What follows belongs to an exercise in optimizing a design on an open flow for small area, a short achievable clock period and few clock cycles; a production flow would make more cautious choices. Where RTL was checked, it was by simulation tests only, not by an equivalence proof against the original. For runs 6 and 7, only the layout was checked, not whether the RTL still works.

===== design/flow/design.v =====
module rca #(parameter N = 32) (
	input  [N-1:0] a,
	input  [N-1:0] b,
	input          ci,
	output [N-1:0] s,
	output         co
);
wire [N:0] c;
assign c[0] = ci;
genvar i;
generate for (i = 0; i < N; i = i + 1) begin : g
	assign s[i]   = a[i] ^ b[i] ^ c[i];
	assign c[i+1] = (a[i] & b[i]) | (a[i] & c[i]) | (b[i] & c[i]);
end endgenerate
assign co = c[N];
endmodule
module csa #(parameter N = 32) (
	input  [N-1:0] x,
	input  [N-1:0] y,
	input  [N-1:0] z,
	output [N-1:0] s,
	output [N-1:0] c
);
assign s = x ^ y ^ z;
wire [N-1:0] m = (x & y) | (x & z) | (y & z);
assign c = {m[N-2:0], 1'b0};
endmodule
module clz32 (
	input  [31:0] x,
	output reg [4:0] n
);
integer i;
always @(*) begin
	n = 5'd0;
	for (i = 0; i < 32; i = i + 1)
		if (x[i]) n = 5'd31 - i[4:0];
end
endmodule
module alu_unit (
	input  wire        clk,
	input  wire        rst,
	input  wire        start,
	input  wire [31:0] op1,
	input  wire [31:0] op2,
	input  wire [3:0]  selALU,
	output wire        done,
	output wire [31:0] result
);
reg [31:0] res;    
reg [31:0] ra;     
reg [31:0] rb;     
reg        rdone;
reg        busy;
reg        mdiv;   
reg        norm;   
reg [4:0]  cnt;    
assign result = res;
assign done   = rdone;
wire        inv = |selALU;
wire [32:0] s   = {1'b0, op1} + {1'b0, op2 ^ {32{inv}}} + {32'b0, inv};
wire        lt  = ~s[32];
wire        eq  = (op1 == op2);
wire        gt  = ~lt & ~eq;
wire        z1  = ~|op1;
wire        z2  = ~|op2;
reg [31:0] r0;
always @(*) begin
	case (selALU)
		4'd0, 4'd1: r0 = s[31:0];
		4'd3:       r0 = {32{z2}};
		4'd6:       r0 = ~op1;
		4'd10:      r0 = {32{eq}};
		4'd11:      r0 = {32{~eq}};
		4'd12:      r0 = {32{gt}};
		4'd13:      r0 = {32{lt}};
		default:    r0 = 32'd0;
	endcase
end
wire is_mul   = (selALU == 4'd2);
wire is_div   = (selALU == 4'd3);
wire mul_long = is_mul & ~z1 & ~z2;
wire div_long = is_div & ~z2 & ~lt;
wire swap     = lt & ~selALU[0];
wire [31:0] pp0 = rb[0] ? ra        : 32'd0;
wire [31:0] pp1 = rb[1] ? (ra << 1) : 32'd0;
wire [31:0] pp2 = rb[2] ? (ra << 2) : 32'd0;
wire [31:0] pp3 = rb[3] ? (ra << 3) : 32'd0;
wire [31:0] s1, c1, s2, c2, s3, c3, mp;
wire        mco;
csa #(32) u_c1 (.x(res), .y(pp0), .z(pp1), .s(s1), .c(c1));
csa #(32) u_c2 (.x(s1),  .y(c1),  .z(pp2), .s(s2), .c(c2));
csa #(32) u_c3 (.x(s2),  .y(c2),  .z(pp3), .s(s3), .c(c3));
rca #(32) u_ma (.a(s3), .b(c3), .ci(1'b0), .s(mp), .co(mco));
wire mul_last = ~|rb[31:4];
wire [4:0] lza, lzb;
clz32 u_lza (.x(ra), .n(lza));
clz32 u_lzb (.x(rb), .n(lzb));
wire [4:0] sh = lzb - lza;
wire [31:0] dt;
wire        dge;
rca #(32) u_ds (.a(ra), .b(~rb), .ci(1'b1), .s(dt), .co(dge));
wire div_last = (cnt == 5'd0);
always @(posedge clk) begin
	if (start) begin
		res  <= r0;
		ra   <= swap ? op2 : op1;
		rb   <= swap ? op1 : op2;
		mdiv <= is_div;
		norm <= 1'b1;
	end else if (mdiv) begin
		if (norm) begin
			rb   <= rb << sh;
			cnt  <= sh;
			norm <= 1'b0;
		end else begin
			res <= {res[30:0], dge};
			if (dge) ra <= dt;
			rb  <= rb >> 1;
			cnt <= cnt - 5'd1;
		end
	end else begin
		res <= mp;
		ra  <= ra << 4;
		rb  <= rb >> 4;
	end
	if (rst) begin
		rdone <= 1'b0;
		busy  <= 1'b0;
	end else if (start) begin
		rdone <= ~(mul_long | div_long);
		busy  <= mul_long | div_long;
	end else if (busy) begin
		if (mdiv ? (~norm & div_last) : mul_last) begin
			rdone <= 1'b1;
			busy  <= 1'b0;
		end else begin
			rdone <= 1'b0;
		end
	end else begin
		rdone <= 1'b0;
	end
end
endmodule

===== design/flow/run.sh =====
#!/bin/bash
# synth_recipe.tcl (not shown) runs the flow's synth.tcl, then flattens the netlist and writes it again
# the make line also repeats each setting of config.mk as NAME=value (left out here)
make -C /OpenROAD-flow-scripts/flow DESIGN_CONFIG=/design/flow/config.mk WORK_HOME=/design/flow/orfs CLKGATE_MAP_FILE= SYNTH_SCRIPT=/design/flow/synth_recipe.tcl finish

===== design/flow/config.mk =====
export PLATFORM = sky130hd
export DESIGN_NAME = alu_unit
export DESIGN_NICKNAME = alu_unit
export VERILOG_FILES = /design/flow/design.v
export SDC_FILE = /design/flow/constraint.sdc
export NUM_CORES = 4
export LEC_CHECK = 0
export CAP_MARGIN = 20
export CORE_MARGIN = 2
export CORE_UTILIZATION = 40
export SLEW_MARGIN = 20

===== design/flow/constraint.sdc =====
create_clock -name core_clock -period 85.0 [get_ports {clk}]
set_input_delay 17.0000 -clock core_clock [delete_from_list [all_inputs] [get_ports {clk}]]
set_output_delay 17.0000 -clock core_clock [all_outputs]
set_load 0.01 [all_outputs]

==> impl_metrics.ini, run 1 <==
[worst_setup_path]
r2r-end = res[31]$_DFFE_PP_
crit_type = input port to register
regToRegStartpoint = rb[1]$_DFF_P_
cp.arrival_ns = 22.16
crit_slowest_cell = buf_4
critPathMaxFanout = 65
worst-r2r-cell-count = 42
required_ns = 85.10
cp-start-kind = input port
cp_slowest_stage_delay_ns = 0.78
end_kind = register
crit_chain = clkdlybuf4s50_1 -> or3_1 -> buf_4 -> nor2_4 -> buf_12 -> xnor2_1 -> ha_1 -> a21oi_1 -> o21ai_0 -> o21ai_1 -> a2111oi_4 -> o311ai_4 -> nand3b_1 -> buf_4 -> mux2i_1 -> a21oi_1
ff2ff_setup_slack_ns = 67.69

[timing]
fmaxAchievable_mhz = 45.3
setup_tns_ns = 0
finalHoldViolCount = 0
slew_viol_final = 0
fin_crit_sh = 0.260
tightest_slew_ns = 1.08
hold_slack_ns = 0.506
min_period_ns = 22.06
finalClockSkew_ns = 0.0179
rsz0062_at_grt = false
slew_headroom = 0.278
post-route-worst-setup-slack_ns = 62.94
finalSetupViolCount = 0

[detailed_routing]
avgRoutedWirePerCell_um = 24.9
route.detailed.drc = 0
wirelength_mm = 56.8
via_per_inst = 6.07
drt-initial-drc-count = 1740
drt_pass1_iterations = 6
antenna_left = 0
vias = 13871

[final_layout]
utilization = 0.453
postLayoutCellArea_um2 = 17000
antenna_cells = 0
final_cells = 2284
drive_gt1_frac = 0.0581
nets = 2032
areaGrowthSynthToFinish_pct = 11.6

[synth]
synth_edf_count = 72
seq_area_frac_synth = 0.185
synth_fa_ha_area_frac = 0.231
synth.avg_cell_area_um2 = 8.80
syn_nets = 1997
synth.cell_area_um2 = 15200
synth_mux_area_frac = 0.137
synthSimpleGateAreaFrac = 0.144
synth_flop_cell = edfxtp_1
synth_top_family_by_area = adder cells
synth_cell_type_count = 76
synthCells = 1733
ys_seq_elements = 105
synth_compound_area_frac = 0.169
synth_xor_area_frac = 0.0601
async_reset_ff_frac = 0
yosysWarnings = 2

[floorplanning]
core_area_um2 = 37600
die_w_um = 199
std_cell_rows = 71
dieHeight_um = 199
die_area_um2 = 39700
start_util = 0.406
ioPinCount = 104

[grt]
antenna_found_initial = 1
grt_pass1_vias = 13590
grt_pass1_wl_mm = 85.9
overflow = 0
track_usage = 0.292
grt_max_degree = 85

[clock_network]
clk_latency_ns = 0.38
htree_num_levels = 3
clk_path_buf_depth = 2
clock_sinks = 105
cts_inserted_buffers = 9
cts_resized = 0
cts_tree = done
post_cts_buffers = 0
path_clk_slew_ns = 0.09
cts_root_buffer = clkbuf_16
hold_buffers = 0

[hold_path]
holdPathEnd = busy$_SDFF_PP0_
hold_path.class = register to register
hold_start = busy$_SDFF_PP0_
hold_path_depth = 2

[placement]
numPortBuffers = 103
place_congestion = 0.955
placedCellCount = 2267
place_ws_ns = 62.21
dpl_cell_area_um2 = 16700
place_hpwl_mm = 43.2

[run_status]
status = no timing/DRC/antenna violations

[flow_run]
drv_cap = 0
-- layout by cell type (no fill, tap or decap), drive strengths merged, types with 18 or more instances in the layout --
cell / synthesis / layout
nor2: 182 / 182
inv: 167 / 171
mux2i: 153 / 153
a21oi: 151 / 151
fa: 147 / 147
nand2: 118 / 118
clkdlybuf4s50: 0 / 102
xnor2: 85 / 85
o21ai: 75 / 75
edfxtp: 72 / 72
ha: 46 / 46
and2: 38 / 38
dfxtp: 33 / 33
nor4: 32 / 32
buf: 35 / 30
a211oi: 27 / 27
nand4: 19 / 19
nor3: 18 / 18
nand3: 18 / 18
-- area by class of cell --
class                           count  area, um^2
Fill cell                        3683       20600
Multi-Input combinational cell   1349       11300
Sequential cell                   105        2820
Timing Repair Buffer              132        1260
Inverter                          171         642
Tap cell                          511         639
Clock buffer                        9         225
Clock inverter                      7        81.3
-- worst max path at each step --
| stage | start | end | cells past startpoint |
|---|---|---|---|
| finish | selALU[3] | ra[18]$_DFFE_PP_ | 16 |
| floorplan | selALU[2] | ra[1]$_DFFE_PP_ | 16 |
| global placement | selALU[3] | ra[3]$_DFFE_PP_ | 17 |
| global route | selALU[1] | ra[2]$_DFFE_PP_ | 17 |
| detailed placement | selALU[3] | res[12]$_DFFE_PP_ | 16 |
| CTS | selALU[3] | ra[2]$_DFFE_PP_ | 17 |
-- critical path, delay by kind of cell --
family / cells / cell delay [ns]
muxes: 1 / 0.50
buffers and inverters: 4 / 1.77
xor gates and xnor gates: 1 / 0.09
and+or+nand+nor: 3 / 0.90
AOI/OAI and AO/OA: 6 / 1.43
adders and majority gates: 1 / 0.40
-- kinds of logic (layout without fill, tap and decap cells) --
group	after synthesis	in the layout
flip-flops	105	105
AO/OA/AOI/OAI	400	400
buffers and inverters	279	319
multiplexers	185	185
adder cells (fa/ha/maj)	193	193
AND/OR/NAND/NOR	468	468
XOR/XNOR	103	103
-- per-layer routing --
layer | part of all wire | track usage | wire length [um]
met1 | 0.44 | 0.434 | 24900
met2 | 0.42 | 0.431 | 24000
met3 | 0.10 | 0.0417 | 5730
met4 | 0.038 | 0.104 | 2180
met5 | 0 | 0 | 0
-- registers in the layout (all words and copies together), names as in the netlist --
signal  cells
busy        1
cnt         5
mdiv        1
norm        1
ra         32
rb         32
rdone       1
res        32
-- Yosys cell counts (8+ instances only) --
master	number	area share
a222oi_1	12	0.0079
mux2_2	15	0.011
o211ai_1	10	0.0049
inv_1	167	0.041
a21oi_1	151	0.050
buf_1	11	0.0027
o21ai_0	72	0.024
mux2i_1	153	0.10
o22ai_1	14	0.0057
a211oi_1	27	0.013
ha_1	46	0.038
o31ai_1	8	0.0039
nand3_1	16	0.0053
and2_1	37	0.015
mux4_2	17	0.025
buf_2	16	0.0053
fa_1	147	0.19
nor2_1	182	0.045
edfxtp_1	72	0.14
xor2_1	17	0.0098
nand4_1	19	0.0078
nor2b_1	8	0.0033
clkbuf_1	72	0.018
nor4_1	28	0.011
xnor2_1	85	0.049
nand2_1	118	0.029
dfxtp_1	33	0.043
nor3_1	18	0.0059
o221ai_1	17	0.0098
a31oi_1	12	0.0049
a21o_1	17	0.0084
Testbench counts, summed over its fixed seeds: cycles 70,885.
==> inputs of run 2 (changes only) <==
--- a/design/flow/design.v
+++ b/design/flow/design.v
@@ -53,9 +53,9 @@
 reg        busy;
 reg        mdiv;   
-reg        norm;   
+reg        first;  
 reg [4:0]  cnt;    
 assign result = res;
 assign done   = rdone;
-wire        inv = |selALU;
+wire        inv = selALU[0] | selALU[3];
 wire [32:0] s   = {1'b0, op1} + {1'b0, op2 ^ {32{inv}}} + {32'b0, inv};
 wire        lt  = ~s[32];
@@ -81,9 +81,14 @@
 wire mul_long = is_mul & ~z1 & ~z2;
 wire div_long = is_div & ~z2 & ~lt;
-wire swap     = lt & ~selALU[0];
-wire [31:0] pp0 = rb[0] ? ra        : 32'd0;
-wire [31:0] pp1 = rb[1] ? (ra << 1) : 32'd0;
-wire [31:0] pp2 = rb[2] ? (ra << 2) : 32'd0;
-wire [31:0] pp3 = rb[3] ? (ra << 3) : 32'd0;
+wire [4:0] lza, lzb;
+clz32 u_lza (.x(ra), .n(lza));
+clz32 u_lzb (.x(rb), .n(lzb));
+wire        swap = first & (lza > lzb);
+wire [31:0] mx   = swap ? rb : ra;
+wire [31:0] my   = swap ? ra : rb;
+wire [31:0] pp0 = my[0] ? mx        : 32'd0;
+wire [31:0] pp1 = my[1] ? (mx << 1) : 32'd0;
+wire [31:0] pp2 = my[2] ? (mx << 2) : 32'd0;
+wire [31:0] pp3 = my[3] ? (mx << 3) : 32'd0;
 wire [31:0] s1, c1, s2, c2, s3, c3, mp;
 wire        mco;
@@ -92,35 +97,31 @@
 csa #(32) u_c3 (.x(s2),  .y(c2),  .z(pp3), .s(s3), .c(c3));
 rca #(32) u_ma (.a(s3), .b(c3), .ci(1'b0), .s(mp), .co(mco));
-wire mul_last = ~|rb[31:4];
-wire [4:0] lza, lzb;
-clz32 u_lza (.x(ra), .n(lza));
-clz32 u_lzb (.x(rb), .n(lzb));
-wire [4:0] sh = lzb - lza;
+wire mul_last = ~|my[31:4];
+wire [4:0]  sh  = first ? (lzb - lza) : 5'd0;
+wire [31:0] dv  = rb << sh;
+wire [4:0]  ce  = first ? sh : cnt;
 wire [31:0] dt;
 wire        dge;
-rca #(32) u_ds (.a(ra), .b(~rb), .ci(1'b1), .s(dt), .co(dge));
-wire div_last = (cnt == 5'd0);
+rca #(32) u_ds (.a(ra), .b(~dv), .ci(1'b1), .s(dt), .co(dge));
+wire div_last = (ce == 5'd0);
 always @(posedge clk) begin
 	if (start) begin
-		res  <= r0;
-		ra   <= swap ? op2 : op1;
-		rb   <= swap ? op1 : op2;
-		mdiv <= is_div;
-		norm <= 1'b1;
-	end else if (mdiv) begin
-		if (norm) begin
-			rb   <= rb << sh;
-			cnt  <= sh;
-			norm <= 1'b0;
+		res   <= r0;
+		ra    <= op1;
+		rb    <= op2;
+		mdiv  <= is_div;
+		first <= 1'b1;
+	end else begin
+		first <= 1'b0;
+		if (mdiv) begin
+			res <= {res[30:0], dge};
+			ra  <= dge ? dt : ra;
+			rb  <= dv >> 1;
+			cnt <= ce - 5'd1;
 		end else begin
-			res <= {res[30:0], dge};
-			if (dge) ra <= dt;
-			rb  <= rb >> 1;
-			cnt <= cnt - 5'd1;
+			res <= mp;
+			ra  <= mx << 4;
+			rb  <= my >> 4;
 		end
-	end else begin
-		res <= mp;
-		ra  <= ra << 4;
-		rb  <= rb >> 4;
 	end
 	if (rst) begin
@@ -130,11 +131,7 @@
 		rdone <= ~(mul_long | div_long);
 		busy  <= mul_long | div_long;
-	end else if (busy) begin
-		if (mdiv ? (~norm & div_last) : mul_last) begin
-			rdone <= 1'b1;
-			busy  <= 1'b0;
-		end else begin
-			rdone <= 1'b0;
-		end
+	end else if (busy & (mdiv ? div_last : mul_last)) begin
+		rdone <= 1'b1;
+		busy  <= 1'b0;
 	end else begin
 		rdone <= 1'b0;
==> impl_metrics.ini, run 2 <==
[timing]
fmaxAchievable_mhz = 45.6
slew_viol_final = 0
finalSetupViolCount = 0
hold_slack_ns = 0.486
finalHoldViolCount = 0
slew_headroom = 0.319
fin_crit_sh = 0.258
finalClockSkew_ns = 0.0120
min_period_ns = 21.94
tightest_slew_ns = 1.02
rsz0062_at_grt = false
setup_tns_ns = 0

[detailed_routing]
avgRoutedWirePerCell_um = 23.9
drt-initial-drc-count = 1352
wirelength_mm = 55.2
antenna_left = 0
drt_pass1_iterations = 6
via_per_inst = 6.03
route.detailed.drc = 0
vias = 13903

[worst_setup_path]
cp.arrival_ns = 22.13
critPathBufInv = 3
crit_type = input port to register
crit_slowest_cell = nand2b_1
critPathMaxFanout = 33
cp_slowest_stage_delay_ns = 0.83
crit_chain = clkdlybuf4s50_1 -> nor2_4 -> buf_4 -> xnor2_1 -> inv_1 -> fa_1 -> and2b_1 -> o311a_1 -> o21ai_0 -> a211oi_1 -> o211ai_2 -> a31o_2 -> a221oi_4 -> nand2b_1 -> o221ai_1
required_ns = 85.19
cpLargestDelayFamily = compound AO/OA/AOI/OAI gates
cp-start-kind = input port
end_kind = register

[synth]
synth_top_area_frac = 0.199
yosys-top-cells-area = fa_1 (20%), mux2i_1 (11%), dfxtp_1 (9.1%), edfxtp_1 (7.7%), nor2_1 (4.9%)
synth_flop_cell = dfxtp_1
synth_edf_count = 38
seq_area_frac_synth = 0.168
synth.avg_cell_area_um2 = 8.24
async_reset_ff_frac = 0
ys_seq_elements = 105
post-synth-top-count-cell = nor2_1
synth.cell_area_um2 = 14800
synth_top_cell_by_area = fa_1
syn_nets = 2057
synth_cell_type_count = 68
yosysWarnings = 2
synthCells = 1797
synthTopCellsByCount = nor2_1 (194), nand2_1 (180), mux2i_1 (158), inv_1 (152), fa_1 (147)

[clock_network]
cts_resized = 0
clock_sinks = 105
cts_inserted_buffers = 9
clk_path_buf_depth = 2
cts_root_buffer = clkbuf_16
htree_num_levels = 3
cts_tree = done
hold_buffers = 0
clk_latency_ns = 0.37
post_cts_buffers = 0
path_clk_slew_ns = 0.08

[final_layout]
fill_cells = 3675
final_common_cell = nor2_1
drive_gt1_frac = 0.0648
areaGrowthSynthToFinish_pct = 11.7
layout_common_cells = nor2_1 (193), nand2_1 (178), mux2i_1 (156)
nets = 2091
multi_input_area_um2 = 11300
top_regs = ra x32, rb x32, res x32
seq_area_um2 = 2480
utilization = 0.453

[grt]
overflow = 0
grt_max_degree = 97
antenna_found_initial = 2
grt_pass1_wl_mm = 83.2
track_usage = 0.287
grt_pass1_vias = 13439

[floorplanning]
dieHeight_um = 196
die_w_um = 196
start_util = 0.406
die_area_um2 = 38600
std_cell_rows = 70
ioPinCount = 104
core_area_um2 = 36500

[hold_path]
hold_path.class = register to register

[flow_run]
drv_cap = 0

[placement]
place_congestion = 0.978
place_hpwl_mm = 43.4
numPortBuffers = 103

[run_status]
status = no timing/DRC/antenna violations
-- run 2: logic make-up after synthesis --
| family | Yosys count | synth area share |
|---|---|---|
| muxes | 190 | 0.133 |
| DFF | 105 | 0.168 |
| buffers and inverters | 263 | 0.0691 |
| adders and majority gates | 189 | 0.234 |
| xor gates and xnor gates | 104 | 0.0615 |
| and+or+nand+nor | 560 | 0.170 |
| AOI/OAI and AO/OA | 386 | 0.165 |
-- run 2: area by class of cell --
class | instances | share of cell area
Multi-Input combinational cell | 1429 | 0.686
Sequential cell | 105 | 0.150
Timing Repair Buffer | 134 | 0.0762
Tap cell | 468 | 0.0354
Inverter | 152 | 0.0345
Clock buffer | 11 | 0.0147
Clock inverter | 5 | 0.00295
Antenna cell | 1 | 0.000151
-- run 2: worst paths after layout --
path | startpoint | end | slack, ns | depth (start not counted)
worst max-delay path | selALU[3] | res[20]$_DFF_P_ | 63.06 | 15
worst min-delay path | busy$_SDFFE_PP0P_ | busy$_SDFFE_PP0P_ | 0.49 | 2
worst max register to register | ra[5]$_DFFE_PP_ | res[31]$_DFF_P_ | 64.37 | 57
worst min register to register | busy$_SDFFE_PP0P_ | busy$_SDFFE_PP0P_ | 0.49 | 2
-- run 2: tightest hold or removal path: cells and delay by family (launching register included) --
| family | cells | cell delay (ns) |
|---|---|---|
| compound gates | 1 | 0.06 |
| simple gates | 1 | 0.06 |
| flops | 1 | 0.32 |
-- run 2: stage by stage --
step | cell area, um^2 | std cells | setup WS, ns
detailed placement | 16200 | 2288 | 62.72
floorplan | 14800 | 1797 | 64.53
global placement | 16200 | 2288 | 62.85
finish | 16500 | 2305 | 63.06
global route | 16500 | 2304 | 62.68
CTS | 16500 | 2304 | 63.11
-- run 2: layer usage --
metal / routed length (um) / vias up / track usage
met2: 24700 / 659 / 0.451
met1: 23500 / 6851 / 0.398
li1: - / 6288 / -
met5: 0 / - / 0
met3: 4910 / 105 / 0.0536
met4: 2030 / 0 / 0.0985
Testbench counts of run 2, summed over its fixed seeds: cycles 69,196.
==> inputs of run 3 (changes only) <==
==> design/flow/flow/run.sh (new file) <==
#!/bin/bash
# Standard ORFS layout, with the timing repair steps asked to leave
# SETUP_SLACK_MARGIN ns of setup slack so that they work on the paths
# that set the achieved period. Constraints and clock are the standard flow's own.
set -euo pipefail
export SETUP_SLACK_MARGIN=$(cat flow/margin.txt)
bash standard.sh > standard.log 2>&1
==> design/flow/flow/margin.txt (new file) <==
66.5
==> design/flow/standard.sh (new file) <==
#!/bin/bash
# synth_recipe.tcl (not shown) runs the flow's synth.tcl, then flattens the netlist and writes it again
# the make line also repeats each setting of config.mk as NAME=value (left out here)
make -C /OpenROAD-flow-scripts/flow DESIGN_CONFIG=/design/flow/config.mk WORK_HOME=/design/flow/orfs CLKGATE_MAP_FILE= SYNTH_SCRIPT=/design/flow/synth_recipe.tcl "${@:-finish}"
removed: design/flow/run.sh
==> impl_metrics.ini, run 3 <==
[final_layout]
antenna_cells = 0
utilization = 0.490
nets = 2157
drive_gt1_frac = 0.151
final_common_cell = nor2_1
areaGrowthSynthToFinish_pct = 20.7
fill_cells = 3512
top_regs = ra x32, rb x32, res x32
layout_common_cells = nor2_1 (188), nand2_1 (175), mux2i_1 (155)

[clock_network]
cts_inserted_buffers = 9
cts_root_buffer = clkbuf_16
path_clk_slew_ns = 0.08
clk_path_buf_depth = 2
htree_num_levels = 3
clk_latency_ns = 0.38
cts_tree = done
clock_sinks = 105

[synth]
synth_edf_count = 38
ys_seq_elements = 105
synth_cell_type_count = 68
yosysWarnings = 2
synth.cell_area_um2 = 14800
synth.avg_cell_area_um2 = 8.24
synthCells = 1797
seq_area_frac_synth = 0.168
post-synth-top-count-cell = nor2_1
syn_nets = 2057
synth_top_area_frac = 0.199
synth_flop_cell = dfxtp_1
async_reset_ff_frac = 0
synthTopCellsByCount = nor2_1 (194), nand2_1 (180), mux2i_1 (158), inv_1 (152), fa_1 (147)
synth_top_cell_by_area = fa_1
yosys-top-cells-area = fa_1 (20%), mux2i_1 (11%), dfxtp_1 (9.1%), edfxtp_1 (7.7%), nor2_1 (4.9%)

[floorplanning]
dieHeight_um = 196
std_cell_rows = 70
die_area_um2 = 38600
core_area_um2 = 36500
die_w_um = 196
start_util = 0.406
ioPinCount = 104

[hold_path]
hold_path.class = register to register
hold_start = busy$_SDFFE_PP0P_

[placement]
place_hpwl_mm = 43.0
place_congestion = 0.983
numPortBuffers = 103

[grt]
grt_pass1_vias = 13984
antenna_found_initial = 0
overflow = 0
grt_max_degree = 82
grt_pass1_wl_mm = 87.5
track_usage = 0.301

[timing]
slew_viol_final = 0
rsz0062_at_grt = true
fmaxAchievable_mhz = 50.3
fin_crit_sh = 0.234
tightest_slew_ns = 1.21
slew_headroom = 0.187
finalClockSkew_ns = 0.00952
setup_tns_ns = 0
finalHoldViolCount = 0
finalSetupViolCount = 0
min_period_ns = 19.89

[detailed_routing]
drt-initial-drc-count = 1396
drt_pass1_iterations = 6
vias = 14380
wl_met3_mm = 4.75
avgRoutedWirePerCell_um = 24.5
dr.max_layer_used = met4
route.detailed.drc = 0
via_per_inst = 6.07
dr_wl_met2_mm = 26.7
antenna_left = 0
wl_met1_mm = 24.9
wirelength_mm = 58.2

[worst_setup_path]
critPathMaxFanout = 7
cp-startpoint = selALU[0]
required_ns = 85.23
crit_type = input port to register
cp-start-kind = input port
regToRegStartpoint = ra[0]$_DFFE_PP_
cp.arrival_ns = 20.12
end_kind = register

[run_status]
status = no timing/DRC/antenna violations

[flow_run]
drv_cap = 0
==> run 3: final timing paths <==
| check | endpoint | slack [ns] | cells after the start |
|---|---|---|---|
| setup / recovery | res[4]$_DFF_P_ | 65.11 | 16 |
| hold / removal | busy$_SDFFE_PP0P_ | 0.47 | 2 |
| setup reg to reg | res[31]$_DFF_P_ | 65.80 | 58 |
| hold reg to reg | busy$_SDFFE_PP0P_ | 0.47 | 2 |
==> run 3: critical path, stage by stage <==
cell and delay [ns]:
buf_12 0.11, nor2_4 0.13, buf_12 0.17, buf_6 0.15
xnor2_1 0.07, ha_1 0.35, a21oi_2 0.17, a21boi_4 0.22
o22ai_2 0.12, or3_4 0.36, o211ai_4 0.26, a311oi_2 0.16
a221oi_4 0.26, buf_6 0.19, nand2b_4 0.24, o221ai_1 0.13
==> run 3: cell families after synthesis <==
logic type	share of synthesized area
compound gates	0.165
xor+xnor	0.0615
fa+ha+maj	0.234
buf+inv	0.0691
flops	0.168
mux	0.133
simple gates	0.170
==> run 3: layout make-up <==
cell class / count / area (um^2) / area share
sequential: 105 / 2490 / 0.139
multi-input combinational: 1435 / 12000 / 0.671
timing repair buffer: 194 / 1880 / 0.105
inverter: 152 / 578 / 0.0323
tap: 468 / 586 / 0.0327
clock buffer: 9 / 225 / 0.0126
clock inverter: 7 / 118 / 0.00658
==> run 3: per-layer routing <==
metal | GRT usage | up-vias
li1 | - | 6427
met1 | 0.419 | 7137
met2 | 0.483 | 703
met3 | 0.0500 | 113
met4 | 0.0822 | 0
met5 | 0 | -
==> run 3: timing repair <==
| item | 4_1_cts | 5_1_grt |
|---|---|---|
| gates cloned | 5 | 4 |
| pin swaps | 16 | 27 |
| hold buffers | 0 | 0 |
| gates resized for setup | 122 | 79 |
| buffers inserted | 33 | 25 |
| endpoints found under the setup margin | 77 | 72 |
==> run 3: through the flow <==
step           std cells  hold WS (ns)  setup slack (ns)  cell area [um^2]
2_1_floorplan       1797         0.442             65.04             14900
3_3_place_gp        2286         0.457             63.57             16300
3_5_place_dp        2286         0.458             63.45             16300
4_1_cts             2340         0.470             65.14             17200
5_1_grt             2370         0.489             65.06             17900
6_report            2370         0.473             65.11             17900
==> inputs of run 4 (changes only) <==
==> design/flow/flow/margin.txt (replaced) <==
65
==> impl_metrics.ini, run 4 <==
[worst_setup_path]
end_kind = register
critPathMaxFanout = 7
required_ns = 85.22
ff2ff_setup_slack_ns = 65.72
crit_chain = clkdlybuf4s18_2 -> or3_4 -> nand2_1 -> fa_2 -> and2b_1 -> o311a_1 -> o21ai_4 -> a211oi_4 -> o211ai_2 -> a31o_2 -> a221oi_4 -> buf_6 -> nand2b_4 -> o221ai_1
worst-r2r-cell-count = 56
regToRegStartpoint = ra[5]$_DFFE_PP_
crit_slowest_cell = fa_2
crit_end = res[4]$_DFF_P_
cp-start-kind = input port
r2r-end = res[31]$_DFF_P_
crit_type = input port to register
cp.arrival_ns = 20.17
cp_slowest_stage_delay_ns = 0.36
cp-startpoint = op2[0]

[placement]
place_hpwl_mm = 42.9
numPortBuffers = 103
place_ws_ns = 63.43
place_congestion = 0.972
placedCellCount = 2292

[clock_network]
clk_latency_ns = 0.38
htree_num_levels = 3
cts_inserted_buffers = 9
clock_sinks = 105
cts_root_buffer = clkbuf_16
cts_tree = done
clk_path_buf_depth = 2
path_clk_slew_ns = 0.09
hold_buffers = 0

[synth]
synthCells = 1797
synth_compound_area_frac = 0.165
ys_seq_elements = 105
synth_edf_count = 38
synth_top_area_frac = 0.199
async_reset_ff_frac = 0
synth_xor_area_frac = 0.0615
synth_top_family_by_area = adder cells
synth.cell_area_um2 = 14800
synth_cell_type_count = 68
synthSimpleGateAreaFrac = 0.170
yosys-top-cells-area = fa_1 (20%), mux2i_1 (11%), dfxtp_1 (9.1%), edfxtp_1 (7.7%), nor2_1 (4.9%)
post-synth-top-count-cell = nor2_1
synth_mux_area_frac = 0.133
synth_top_cell_by_area = fa_1
syn_nets = 2057
seq_area_frac_synth = 0.168
synth_fa_ha_area_frac = 0.234
yosysWarnings = 2
synth_flop_cell = dfxtp_1
synth.avg_cell_area_um2 = 8.24
synthTopCellsByCount = nor2_1 (194), nand2_1 (180), mux2i_1 (158), inv_1 (152), fa_1 (147)

[final_layout]
multi_input_area_um2 = 11700
nets = 2145
final_common_cell = nor2_1
drive_gt1_frac = 0.121
seq_area_um2 = 2480
antenna_cells = 0
fill_cells = 3620
areaGrowthSynthToFinish_pct = 17.1
layout_common_cells = nor2_1 (189), nand2_1 (178), mux2i_1 (155)
top_regs = ra x32, rb x32, res x32
final_cells = 2358

[hold_path]
hold_path_depth = 2
hold_path.class = register to register

[floorplanning]
core_area_um2 = 36500
die_w_um = 196
ioPinCount = 104
die_area_um2 = 38600
std_cell_rows = 70
start_util = 0.406
dieHeight_um = 196

[flow_run]
drv_cap = 0

[detailed_routing]
wirelength_mm = 56.7
drt-initial-drc-count = 1499
antenna_left = 0
avgRoutedWirePerCell_um = 24.0
drt_pass1_iterations = 6
via_per_inst = 6.03
vias = 14224
route.detailed.drc = 0

[timing]
post-route-worst-setup-slack_ns = 65.05
finalClockSkew_ns = 0.0112
rsz0062_at_grt = true
slew_viol_final = 0
tightest_slew_ns = 1.17
min_period_ns = 19.95
finalSetupViolCount = 0
fmaxAchievable_mhz = 50.1
fin_crit_sh = 0.235
slew_headroom = 0.217
finalHoldViolCount = 0
setup_tns_ns = 0

[grt]
antenna_found_initial = 1
grt_max_degree = 93
grt_busiest_layer = met2
grt_pass1_vias = 13554
overflow = 0
track_usage = 0.292
grt_use_met3 = 0.0640
use_met2 = 0.452
grtUsageMet1 = 0.402
grt_pass1_wl_mm = 84.5

[run_status]
status = no timing/DRC/antenna violations
[run 4: timing repair]
item	4_1_cts	5_1_grt
gates resized for setup	61	53
cloned	5	2
endpoints found under the setup margin	34	31
pin swaps	5	26
buffers inserted	11	31
[run 4: logic make-up (layout without fill, tap and decap cells)]
kind of cell,count (synthesis),after routing
adder cells (fa/ha/maj),189,189
XOR/XNOR,104,104
buffers and inverters,263,351
flip-flops,105,105
AND/OR/NAND/NOR,560,565
multiplexers,190,190
AO/OA/AOI/OAI,386,386
[run 4: worst min path at each step]
| stage | from | endpoint | slack [ns] |
|---|---|---|---|
| floorplan | busy$_SDFFE_PP0P_ | busy$_SDFFE_PP0P_ | 0.44 |
| global placement | busy$_SDFFE_PP0P_ | busy$_SDFFE_PP0P_ | 0.46 |
| detailed placement | busy$_SDFFE_PP0P_ | busy$_SDFFE_PP0P_ | 0.47 |
| CTS | busy$_SDFFE_PP0P_ | busy$_SDFFE_PP0P_ | 0.48 |
| global route | busy$_SDFFE_PP0P_ | busy$_SDFFE_PP0P_ | 0.51 |
| finish | busy$_SDFFE_PP0P_ | busy$_SDFFE_PP0P_ | 0.48 |
[run 4: routing by layer]
layer | wire [um] | share of wire
met2 | 25400 | 0.45
met3 | 5020 | 0.089
met1 | 24100 | 0.43
met5 | 18 | 0.00032
met4 | 2110 | 0.037
[run 4: critical path, delay by kind of cell]
family / cells / cell delay (ns)
buffers and inverters: 2 / 0.52
and+or+nand+nor: 4 / 0.75
adders and majority gates: 1 / 0.36
AOI/OAI and AO/OA: 7 / 1.54
[run 4: area by class of cell]
type                       instances  area share
multi-input combinational       1434       0.674
inverter                         152      0.0329
sequential                       105       0.143
clock inverter                     7     0.00440
clock buffer                       9      0.0130
timing repair buffer             183      0.0986
tap                              468      0.0337
[run 4: per-stage QoR]
step           hold slack [ns]  utilization  area [um^2]
6_report                 0.477        0.475        17400
4_1_cts                  0.480        0.462        16900
2_1_floorplan            0.442            -        14900
3_5_place_dp             0.468        0.447        16300
5_1_grt                  0.512        0.475        17400
3_3_place_gp             0.457        0.447        16300
==> inputs of run 5 (changes only) <==
--- a/design/flow/config.mk
+++ b/design/flow/config.mk
@@ -6,6 +6,7 @@
 export NUM_CORES = 4
 export LEC_CHECK = 0
+export ABC_AREA = 1
 export CAP_MARGIN = 20
 export CORE_MARGIN = 2
-export CORE_UTILIZATION = 40
+export CORE_UTILIZATION = 55
 export SLEW_MARGIN = 20
==> impl_metrics.ini, run 5 <==
[run_status]
status = no timing/DRC/antenna violations

[grt]
grt_max_degree = 83
antenna_found_initial = 0
grt_pass1_wl_mm = 81.6
track_usage = 0.384
overflow = 0
grt_pass1_vias = 13663

[final_layout]
final_cells = 2417
antenna_cells = 0
areaGrowthSynthToFinish_pct = 13.3
layout_common_cells = nand2_1 (464), inv_1 (259), nor2_1 (160)
top_regs = ra x32, rb x32, res x32
utilization = 0.630
multi_input_area_um2 = 10600
postLayoutCellArea_um2 = 16300
nets = 2337
seq_area_um2 = 2480
final_common_cell = nand2_1
fill_cells = 2427
drive_gt1_frac = 0.0783

[worst_setup_path]
end_kind = register
cp-start-kind = input port
cp.arrival_ns = 20.14
crit_type = input port to register
crit_end = res[24]$_DFF_P_
r2r-end = res[31]$_DFF_P_
cp-startpoint = op1[9]
critPathMaxFanout = 13
required_ns = 85.24
regToRegStartpoint = ra[1]$_DFFE_PP_
ff2ff_setup_slack_ns = 65.74
worst-r2r-cell-count = 79

[clock_network]
clock_sinks = 105
cts_root_buffer = clkbuf_16
clk_path_buf_depth = 2
clk_latency_ns = 0.37
htree_num_levels = 3
cts_tree = done
path_clk_slew_ns = 0.08
cts_inserted_buffers = 9

[timing]
rsz0062_at_grt = false
slew_viol_final = 0
finalClockSkew_ns = 0.0183
fin_crit_sh = 0.234
finalHoldViolCount = 0
tightest_slew_ns = 0.925
setup_tns_ns = 0
min_period_ns = 19.90
finalSetupViolCount = 0
fmaxAchievable_mhz = 50.3
slew_headroom = 0.381
post-route-worst-setup-slack_ns = 65.10

[synth]
synth_flop_cell = dfxtp_1
async_reset_ff_frac = 0
synth.cell_area_um2 = 14400
synth_cell_type_count = 62
synthTopCellsByCount = nand2_1 (465), inv_1 (261), nor2_1 (163), fa_1 (147), o21ai_0 (127)
post-synth-top-count-cell = nand2_1
synth_top_area_frac = 0.205
synth.avg_cell_area_um2 = 7.17
yosysWarnings = 2
ys_seq_elements = 105
syn_nets = 2264
synth_top_cell_by_area = fa_1
yosys-top-cells-area = fa_1 (20%), nand2_1 (12%), dfxtp_1 (9.3%), edfxtp_1 (7.9%), inv_1 (6.8%)
seq_area_frac_synth = 0.173
synthCells = 2004
synth_edf_count = 38

[placement]
dpl_cell_area_um2 = 15700
place_congestion = 1.04
placedCellCount = 2381
place_ws_ns = 64.04
place_hpwl_mm = 42.0
numPortBuffers = 103

[floorplanning]
die_w_um = 166
start_util = 0.556
std_cell_rows = 59
core_area_um2 = 25800
ioPinCount = 104
die_area_um2 = 27400
dieHeight_um = 166

[detailed_routing]
drt-initial-drc-count = 1765
wirelength_mm = 53.5
via_per_inst = 6.12
drt_pass1_iterations = 6
route.detailed.drc = 0
avgRoutedWirePerCell_um = 22.1
vias = 14790
antenna_left = 0

[flow_run]
drv_cap = 0

[hold_path]
hold_path.class = register to register
run 5: cell types whose count changed in the layout (fill, tap and decap cells not counted), sizes merged, moves of 38 or more:
cell	previous run	this run
o21ai	125	216
nand2	182	473
nand3	20	66
inv	155	279
mux2i	158	24
buf	82	43
xnor2	58	20
run 5: cell families (layout without fill, tap and decap cells):
group,count (synthesis),in the layout,synth area share
flip-flops,105,105,0.173
buffers and inverters,373,447,0.101
AND/OR/NAND/NOR,806,810,0.238
XOR/XNOR,65,65,0.0396
multiplexers,24,24,0.0167
AO/OA/AOI/OAI,442,442,0.189
adder cells (fa/ha/maj),189,189,0.241
run 5: repair_timing:
action,4_1_cts,5_1_grt
hold buffers,0,0
gates resized for setup,16,36
pin swaps,4,7
setup endpoints to repair,34,32
setup buffers,8,7
gates cloned,3,2
run 5: through the flow:
stage | hold WS, ns
floorplan | 0.451
global placement | 0.474
detailed placement | 0.482
CTS | 0.494
global route | 0.527
finish | 0.495
run 5: metal layers:
| layer | part of all wire | routed length (um) | track usage | vias up |
|---|---|---|---|---|
| li1 | - | - | - | 6765 |
| met2 | 0.43 | 23200 | 0.576 | 817 |
| met4 | 0.051 | 2720 | 0.163 | 0 |
| met5 | 0 | 0 | 0 | - |
| met3 | 0.10 | 5330 | 0.0636 | 123 |
| met1 | 0.42 | 22200 | 0.551 | 7085 |
run 5: final cells by class:
cell class / instances / area share
timing repair buffer: 145 / 0.0840
clock buffer: 10 / 0.0147
tap: 335 / 0.0258
sequential: 105 / 0.153
clock inverter: 6 / 0.00308
inverter: 285 / 0.0680
timing repair inverter: 1 / 0.000308
multi-input combinational: 1530 / 0.652
run 5: worst min path at each step:
stage                                 start                to  slack (ns)  cells past startpoint
after detailed placement  busy$_SDFFE_PP0P_  rdone$_SDFF_PP0_        0.48                      2
after global placement    busy$_SDFFE_PP0P_  rdone$_SDFF_PP0_        0.47                      2
after floorplan           busy$_SDFFE_PP0P_  rdone$_SDFF_PP0_        0.45                      2
final                     busy$_SDFFE_PP0P_  rdone$_SDFF_PP0_        0.49                      2
after CTS                 busy$_SDFFE_PP0P_  rdone$_SDFF_PP0_        0.49                      2
after global routing      busy$_SDFFE_PP0P_  rdone$_SDFF_PP0_        0.53                      2
run 5: critical path: stages:
cell and delay, ns:
clkdlybuf4s50_1 0.73, xnor2_1 0.17, nand3_1 0.09, or4_1 0.58, nor4_2 0.43, o21ai_0 0.15
nand3_1 0.34, nand3_4 0.12, buf_12 0.18, inv_2 0.09, o2111ai_1 0.11, nand2_1 0.09
nand2_1 0.06
==> inputs of run 6 (changes only) <==
--- a/design/flow/design.v
+++ b/design/flow/design.v
@@ -14,4 +14,19 @@
 end endgenerate
 assign co = c[N];
+endmodule
+module csel32 (
+	input  [31:0] a,
+	input  [31:0] b,
+	input         ci,
+	output [31:0] s,
+	output        co
+);
+wire        cm, c0, c1;
+wire [15:0] h0, h1;
+rca #(16) u_lo (.a(a[15:0]),  .b(b[15:0]),  .ci(ci),   .s(s[15:0]), .co(cm));
+rca #(16) u_h0 (.a(a[31:16]), .b(b[31:16]), .ci(1'b0), .s(h0),      .co(c0));
+rca #(16) u_h1 (.a(a[31:16]), .b(b[31:16]), .ci(1'b1), .s(h1),      .co(c1));
+assign s[31:16] = cm ? h1 : h0;
+assign co       = cm ? c1 : c0;
 endmodule
 module csa #(parameter N = 32) (
@@ -54,10 +69,11 @@
 reg        mdiv;   
 reg        first;  
+reg        swp;    
 reg [4:0]  cnt;    
 assign result = res;
 assign done   = rdone;
-wire        inv = selALU[0] | selALU[3];
+wire        inv = selALU[0];           
 wire [32:0] s   = {1'b0, op1} + {1'b0, op2 ^ {32{inv}}} + {32'b0, inv};
-wire        lt  = ~s[32];
+wire        lt  = (op1 < op2);
 wire        eq  = (op1 == op2);
 wire        gt  = ~lt & ~eq;
@@ -84,5 +100,5 @@
 clz32 u_lza (.x(ra), .n(lza));
 clz32 u_lzb (.x(rb), .n(lzb));
-wire        swap = first & (lza > lzb);
+wire        swap = first & swp;
 wire [31:0] mx   = swap ? rb : ra;
 wire [31:0] my   = swap ? ra : rb;
@@ -96,5 +112,5 @@
 csa #(32) u_c2 (.x(s1),  .y(c1),  .z(pp2), .s(s2), .c(c2));
 csa #(32) u_c3 (.x(s2),  .y(c2),  .z(pp3), .s(s3), .c(c3));
-rca #(32) u_ma (.a(s3), .b(c3), .ci(1'b0), .s(mp), .co(mco));
+csel32     u_ma (.a(s3), .b(c3), .ci(1'b0), .s(mp), .co(mco));
 wire mul_last = ~|my[31:4];
 wire [4:0]  sh  = first ? (lzb - lza) : 5'd0;
@@ -103,5 +119,5 @@
 wire [31:0] dt;
 wire        dge;
-rca #(32) u_ds (.a(ra), .b(~dv), .ci(1'b1), .s(dt), .co(dge));
+csel32     u_ds (.a(ra), .b(~dv), .ci(1'b1), .s(dt), .co(dge));
 wire div_last = (ce == 5'd0);
 always @(posedge clk) begin
@@ -111,4 +127,5 @@
 		rb    <= op2;
 		mdiv  <= is_div;
+		swp   <= lt;
 		first <= 1'b1;
 	end else begin
==> design/flow/flow/margin.txt (replaced) <==
65.5
--- a/design/flow/config.mk
+++ b/design/flow/config.mk
@@ -6,7 +6,6 @@
 export NUM_CORES = 4
 export LEC_CHECK = 0
-export ABC_AREA = 1
 export CAP_MARGIN = 20
 export CORE_MARGIN = 2
-export CORE_UTILIZATION = 55
+export CORE_UTILIZATION = 40
 export SLEW_MARGIN = 20
==> impl_metrics.ini, run 6 <==
[worst_setup_path]
regToRegStartpoint = rb[0]$_DFF_P_
required_ns = 85.31
worst-r2r-cell-count = 47
critPathBufInv = 4
ff2ff_setup_slack_ns = 71.14
crit_chain = buf_8 -> buf_12 -> buf_8 -> xor2_1 -> ha_1 -> nor2b_4 -> o21ai_2 -> a21boi_2 -> o211ai_1 -> a21o_1 -> a311o_1 -> nand2_2 -> a211oi_4 -> nor3b_2 -> buf_4 -> o31ai_4 -> or4_1 -> a31o_2 -> nand4_1
end_kind = register
crit_slowest_cell = or4_1
cp_slowest_stage_delay_ns = 0.41
r2r-end = ra[2]$_DFFE_PP_
critPathMaxFanout = 5
cp-start-kind = input port
cpLargestDelayFamily = compound AO/OA/AOI/OAI gates
crit_type = input port to register
cp.arrival_ns = 20.20
crit_top_cell = buf_8

[synth]
ys_seq_elements = 106
seq_area_frac_synth = 0.157
synth_edf_count = 39
yosys-top-cells-area = fa_1 (15%), dfxtp_1 (8.4%), ha_1 (8.2%), edfxtp_1 (7.3%), mux2i_1 (6.8%)
yosysWarnings = 2
async_reset_ff_frac = 0
synth_flop_cell = dfxtp_1
synth_top_cell_by_area = fa_1
synthTopCellsByCount = inv_1 (214), nor2_1 (214), nand2_1 (184), o21ai_0 (156), a21oi_1 (128)
synth_top_area_frac = 0.146
synth.cell_area_um2 = 16000
synthCells = 2028
synth_cell_type_count = 71
synth.avg_cell_area_um2 = 7.87
syn_nets = 2320

[clock_network]
hold_buffers = 0
cts_root_buffer = clkbuf_16
cts_inserted_buffers = 9
htree_num_levels = 3
clk_latency_ns = 0.37
cts_tree = done
clock_sinks = 106
path_clk_slew_ns = 0.08
clk_path_buf_depth = 2

[grt]
antenna_found_initial = 1
grt_max_degree = 88
grt_pass1_wl_mm = 86.8
track_usage = 0.272
overflow = 0
grt_pass1_vias = 14902

[final_layout]
drive_gt1_frac = 0.127
nets = 2374
utilization = 0.470
final_common_cell = nor2_1
layout_common_cells = nor2_1 (213), inv_1 (207), nand2_1 (180)
areaGrowthSynthToFinish_pct = 16.5
antenna_cells = 0
top_regs = ra x32, rb x32, res x32

[detailed_routing]
wirelength_mm = 56.1
vias = 15376
drt_pass1_iterations = 5
antenna_left = 0
via_per_inst = 5.89
avgRoutedWirePerCell_um = 21.5
drt-initial-drc-count = 1376
route.detailed.drc = 0

[timing]
finalClockSkew_ns = 0.0168
setup_tns_ns = 0
rsz0062_at_grt = true
finalHoldViolCount = 0
slew_viol_final = 0
fmaxAchievable_mhz = 50.3
finalSetupViolCount = 0
tightest_slew_ns = 1.01
slew_headroom = 0.315
min_period_ns = 19.89
fin_crit_sh = 0.234

[hold_path]
hold_start = busy$_SDFFE_PP0P_
hold_path.class = register to register
holdPathEnd = busy$_SDFFE_PP0P_
hold_path_depth = 2

[floorplanning]
core_area_um2 = 39500
die_area_um2 = 41500
std_cell_rows = 73
die_w_um = 204
ioPinCount = 104
start_util = 0.403
dieHeight_um = 204

[placement]
place_hpwl_mm = 43.5
place_congestion = 0.913
numPortBuffers = 103

[run_status]
status = no timing/DRC/antenna violations

[flow_run]
drv_cap = 0
==> run 6: kinds of logic (layout without fill, tap and decap cells) <==
group / count (synthesis) / count (layout) / share of synthesized area
compound gates: 491 / 491 / 0.191
xor+xnor: 90 / 90 / 0.0513
fa+ha+maj: 221 / 221 / 0.228
buf+inv: 338 / 397 / 0.0804
flops: 106 / 106 / 0.157
mux: 144 / 144 / 0.107
simple gates: 638 / 638 / 0.186
==> run 6: layout make-up <==
cell class / count / area, um^2
inverter: 214 / 818
timing repair buffer: 167 / 1590
tap: 525 / 657
clock buffer: 12 / 268
sequential: 106 / 2510
clock inverter: 4 / 47.5
multi-input combinational: 1584 / 12700
fill: 3885 / 21000
==> run 6: worst min-delay path: cells and delay by family (launching register included) <==
kind	cells	cell delay [ns]
flip-flops	1	0.32
AO/OA/AOI/OAI	1	0.05
AND/OR/NAND/NOR	1	0.05
==> run 6: metrics by stage <==
stage / hold WS, ns / cell area [um^2] / setup WS [ns] / cells
after floorplan: 0.431 / 16100 / 65.00 / 2028
after global placement: 0.448 / 17500 / 63.94 / 2553
after detailed placement: 0.449 / 17500 / 63.88 / 2553
after CTS: 0.460 / 18400 / 65.12 / 2599
after global routing: 0.499 / 18600 / 65.00 / 2612
final: 0.460 / 18600 / 65.11 / 2612
==> run 6: what timing repair did <==
item | CTS | global route
setup endpoints to repair | 35 | 32
gates resized for setup | 214 | 50
gates cloned | 4 | 0
hold endpoints to repair | 0 | 0
setup buffers | 26 | 13
pin swaps | 53 | 47
==> run 6: metal layers <==
| layer | global-route usage | wire length, um | vias up |
|---|---|---|---|
| li1 | - | - | 7140 |
| met1 | 0.392 | 25400 | 7536 |
| met2 | 0.417 | 24800 | 611 |
| met3 | 0.0344 | 3970 | 89 |
| met4 | 0.0959 | 1820 | 0 |
| met5 | 0 | 0 | - |
==> run 6: how the worst max path moves through the flow <==
| stage | from | endpoint | slack [ns] | cells after the start |
|---|---|---|---|---|
| after global placement | op1[0] | res[30]$_DFF_P_ | 63.94 | 16 |
| after floorplan | selALU[0] | res[30]$_DFF_P_ | 65.00 | 17 |
| final | selALU[0] | res[30]$_DFF_P_ | 65.11 | 19 |
| after global routing | selALU[0] | res[30]$_DFF_P_ | 65.00 | 19 |
| after CTS | selALU[0] | res[31]$_DFF_P_ | 65.12 | 16 |
| after detailed placement | op1[0] | res[30]$_DFF_P_ | 63.88 | 16 |
==> inputs of run 7 (changes only) <==
==> design/flow/flow/margin.txt (replaced) <==
66.5
==> impl_metrics.ini, run 7 <==
[placement]
place_hpwl_mm = 43.6
numPortBuffers = 103
dpl_cell_area_um2 = 17500
place_congestion = 0.922

[final_layout]
seq_area_um2 = 2510
areaGrowthSynthToFinish_pct = 17.8
multi_input_area_um2 = 12800
drive_gt1_frac = 0.137
postLayoutCellArea_um2 = 18800
top_regs = ra x32, rb x32, res x32
utilization = 0.475
final_common_cell = nor2_1
antenna_cells = 0
nets = 2379
layout_common_cells = nor2_1 (213), inv_1 (204), nand2_1 (181)
fill_cells = 3806

[synth]
synth.avg_cell_area_um2 = 7.87
synth_edf_count = 39
synth_top_area_frac = 0.146
synthTopCellsByCount = inv_1 (214), nor2_1 (214), nand2_1 (184), o21ai_0 (156), a21oi_1 (128)
syn_nets = 2320
synth_top_family_by_area = adder cells
ys_seq_elements = 106
synth.cell_area_um2 = 16000
async_reset_ff_frac = 0
synth_top_cell_by_area = fa_1
synthSimpleGateAreaFrac = 0.186
synth_cell_type_count = 71
synth_flop_cell = dfxtp_1
synthCells = 2028
synth_fa_ha_area_frac = 0.228
yosys-top-cells-area = fa_1 (15%), dfxtp_1 (8.4%), ha_1 (8.2%), edfxtp_1 (7.3%), mux2i_1 (6.8%)
yosysWarnings = 2
synth_mux_area_frac = 0.107
synth_xor_area_frac = 0.0513
seq_area_frac_synth = 0.157
synth_compound_area_frac = 0.191

[clock_network]
clock_sinks = 106
path_clk_slew_ns = 0.09
htree_num_levels = 3
clk_path_buf_depth = 2
cts_root_buffer = clkbuf_16
cts_inserted_buffers = 9
cts_tree = done
clk_latency_ns = 0.38

[detailed_routing]
wl_met1_mm = 24.8
drt_pass1_iterations = 7
avgRoutedWirePerCell_um = 21.5
route.detailed.drc = 0
via_per_inst = 5.90
antenna_left = 0
wirelength_mm = 56.3
vias = 15430
dr.max_layer_used = met4
drt-initial-drc-count = 1349
dr_wl_met2_mm = 25.0
wl_met3_mm = 4.68

[worst_setup_path]
required_ns = 85.29
worst-r2r-cell-count = 47
cp-start-kind = input port
critPathMaxFanout = 8
ff2ff_setup_slack_ns = 71.00
end_kind = register
r2r-end = ra[0]$_DFFE_PP_
crit_end = res[29]$_DFF_P_
crit_type = input port to register
cp.arrival_ns = 20.14
cp-startpoint = selALU[0]
regToRegStartpoint = rb[0]$_DFF_P_

[grt]
grt_pass1_wl_mm = 87.5
track_usage = 0.273
overflow = 0
antenna_found_initial = 1
grt_max_degree = 139
grt_pass1_vias = 15044

[timing]
finalHoldViolCount = 0
finalClockSkew_ns = 0.0234
fmaxAchievable_mhz = 50.4
slew_headroom = 0.292
slew_viol_final = 0
tightest_slew_ns = 1.04
setup_tns_ns = 0
finalSetupViolCount = 0
min_period_ns = 19.85
rsz0062_at_grt = true
fin_crit_sh = 0.233

[floorplanning]
die_w_um = 204
start_util = 0.403
std_cell_rows = 73
dieHeight_um = 204
die_area_um2 = 41500
core_area_um2 = 39500
ioPinCount = 104

[flow_run]
drv_cap = 0

[hold_path]
hold_path.class = register to register

[run_status]
status = no timing/DRC/antenna violations
[run 7: cell counts after synthesis]
No cell type changed its count.
[run 7: through the flow]
step / std cells / hold WS, ns / setup slack, ns
2_1_floorplan: 2028 / 0.431 / 65.00
4_1_cts: 2604 / 0.466 / 65.18
6_report: 2617 / 0.476 / 65.15
3_3_place_gp: 2552 / 0.445 / 63.98
3_5_place_dp: 2552 / 0.453 / 63.91
5_1_grt: 2617 / 0.517 / 65.02
[run 7: area by class of cell]
class | instances | share of cell area
Sequential cell | 106 | 0.134
Tap cell | 525 | 0.0350
Multi-Input combinational cell | 1584 | 0.681
Clock buffer | 12 | 0.0131
Inverter | 214 | 0.0437
Timing Repair Buffer | 172 | 0.0917
Clock inverter | 4 | 0.00146
[run 7: worst min-delay path by stage]
stage                           start                 to  slack, ns  cells after the start
global placement    busy$_SDFFE_PP0P_  busy$_SDFFE_PP0P_       0.45                      2
finish              busy$_SDFFE_PP0P_  busy$_SDFFE_PP0P_       0.48                      2
global route        busy$_SDFFE_PP0P_  busy$_SDFFE_PP0P_       0.52                      2
detailed placement  busy$_SDFFE_PP0P_  busy$_SDFFE_PP0P_       0.45                      2
floorplan           busy$_SDFFE_PP0P_  busy$_SDFFE_PP0P_       0.43                      2
CTS                 busy$_SDFFE_PP0P_  busy$_SDFFE_PP0P_       0.47                      2
[run 7: what timing repair did]
item / in CTS / in global routing
hold buffers: 0 / 0
gates resized for setup: 260 / 37
gates cloned: 4 / 0
buffers inserted: 32 / 13
pin swaps: 63 / 24
setup endpoints to repair: 92 / 56
hold endpoints to repair: 0 / 0
[run 7: routing by layer]
metal  vias up  track usage
met1      7527        0.386
li1       7168            -
met5         -            0
met3        94       0.0431
met4         0       0.0933
met2       641        0.424
[run 7: logic make-up after synthesis]
group / after synthesis
AOI/OAI and AO/OA: 491
xor gates and xnor gates: 90
adders and majority gates: 221
buffers and inverters: 338
DFF: 106
muxes: 144
and+or+nand+nor: 638
[run 7: critical path, stage by stage]
cell and delay [ns]:
buf_8 0.10, buf_12 0.14, buf_8 0.12, buf_6 0.11, xor2_1 0.15, ha_2 0.20
a21o_1 0.17, a21o_4 0.24, a2111oi_4 0.35, nor2_2 0.09, a31o_4 0.25, a211o_1 0.31
a31oi_4 0.23, buf_6 0.11, buf_4 0.11, nor2_1 0.05, nor4_1 0.16, a31oi_1 0.07
o2111ai_1 0.17

## port drivers added, routing unchanged
The flow's constraints put no driver on any port. The routed layouts listed below were extracted and timed again, unchanged, in two steps. Step 1 (the two cells are an assumption about what drives the block):
set clk [get_ports {clk}]
set_driving_cell -lib_cell sky130_fd_sc_hd__clkbuf_16 $clk
set_driving_cell -lib_cell sky130_fd_sc_hd__buf_2 [delete_from_list [all_inputs] $clk]
Step 2 moves the port delays by t, midway between the first and last clock arrival at a register: inputs arrive t later, outputs are due t later. That takes back most of the time a late clock gives input paths. Three values: ideal, step 1, step 2; two values: the first two.
run	t (ns)	setup slack, ns	worst setup path after step 2	clock arrival spread, ns	worst register clock-pin slew, ns
run 1	0.421	62.936 / 62.965 / 62.544	input to register	0.018 / 0.018	0.10 / 0.10
run 2	0.420	63.056 / 63.079 / 62.659	input to register	0.012 / 0.012	0.09 / 0.09
run 3	0.428	65.107 / 65.112 / 64.684	input to register	0.010 / 0.010	0.08 / 0.08
run 4	0.421	65.049 / 65.065 / 64.644	input to register	0.011 / 0.011	0.09 / 0.09
run 5	0.410	65.102 / 65.128 / 64.718	input to register	0.018 / 0.018	0.08 / 0.08
run 6	0.419	65.110 / 65.122 / 64.703	input to register	0.017 / 0.017	0.08 / 0.08
run 7	0.419	65.153 / 65.158 / 64.738	input to register	0.024 / 0.023	0.09 / 0.09
After both steps setup and hold are still met in every run listed. The setup slack of run 3, which loses most, moves by +0.005 ns with the drivers and by -0.423 ns with both steps.
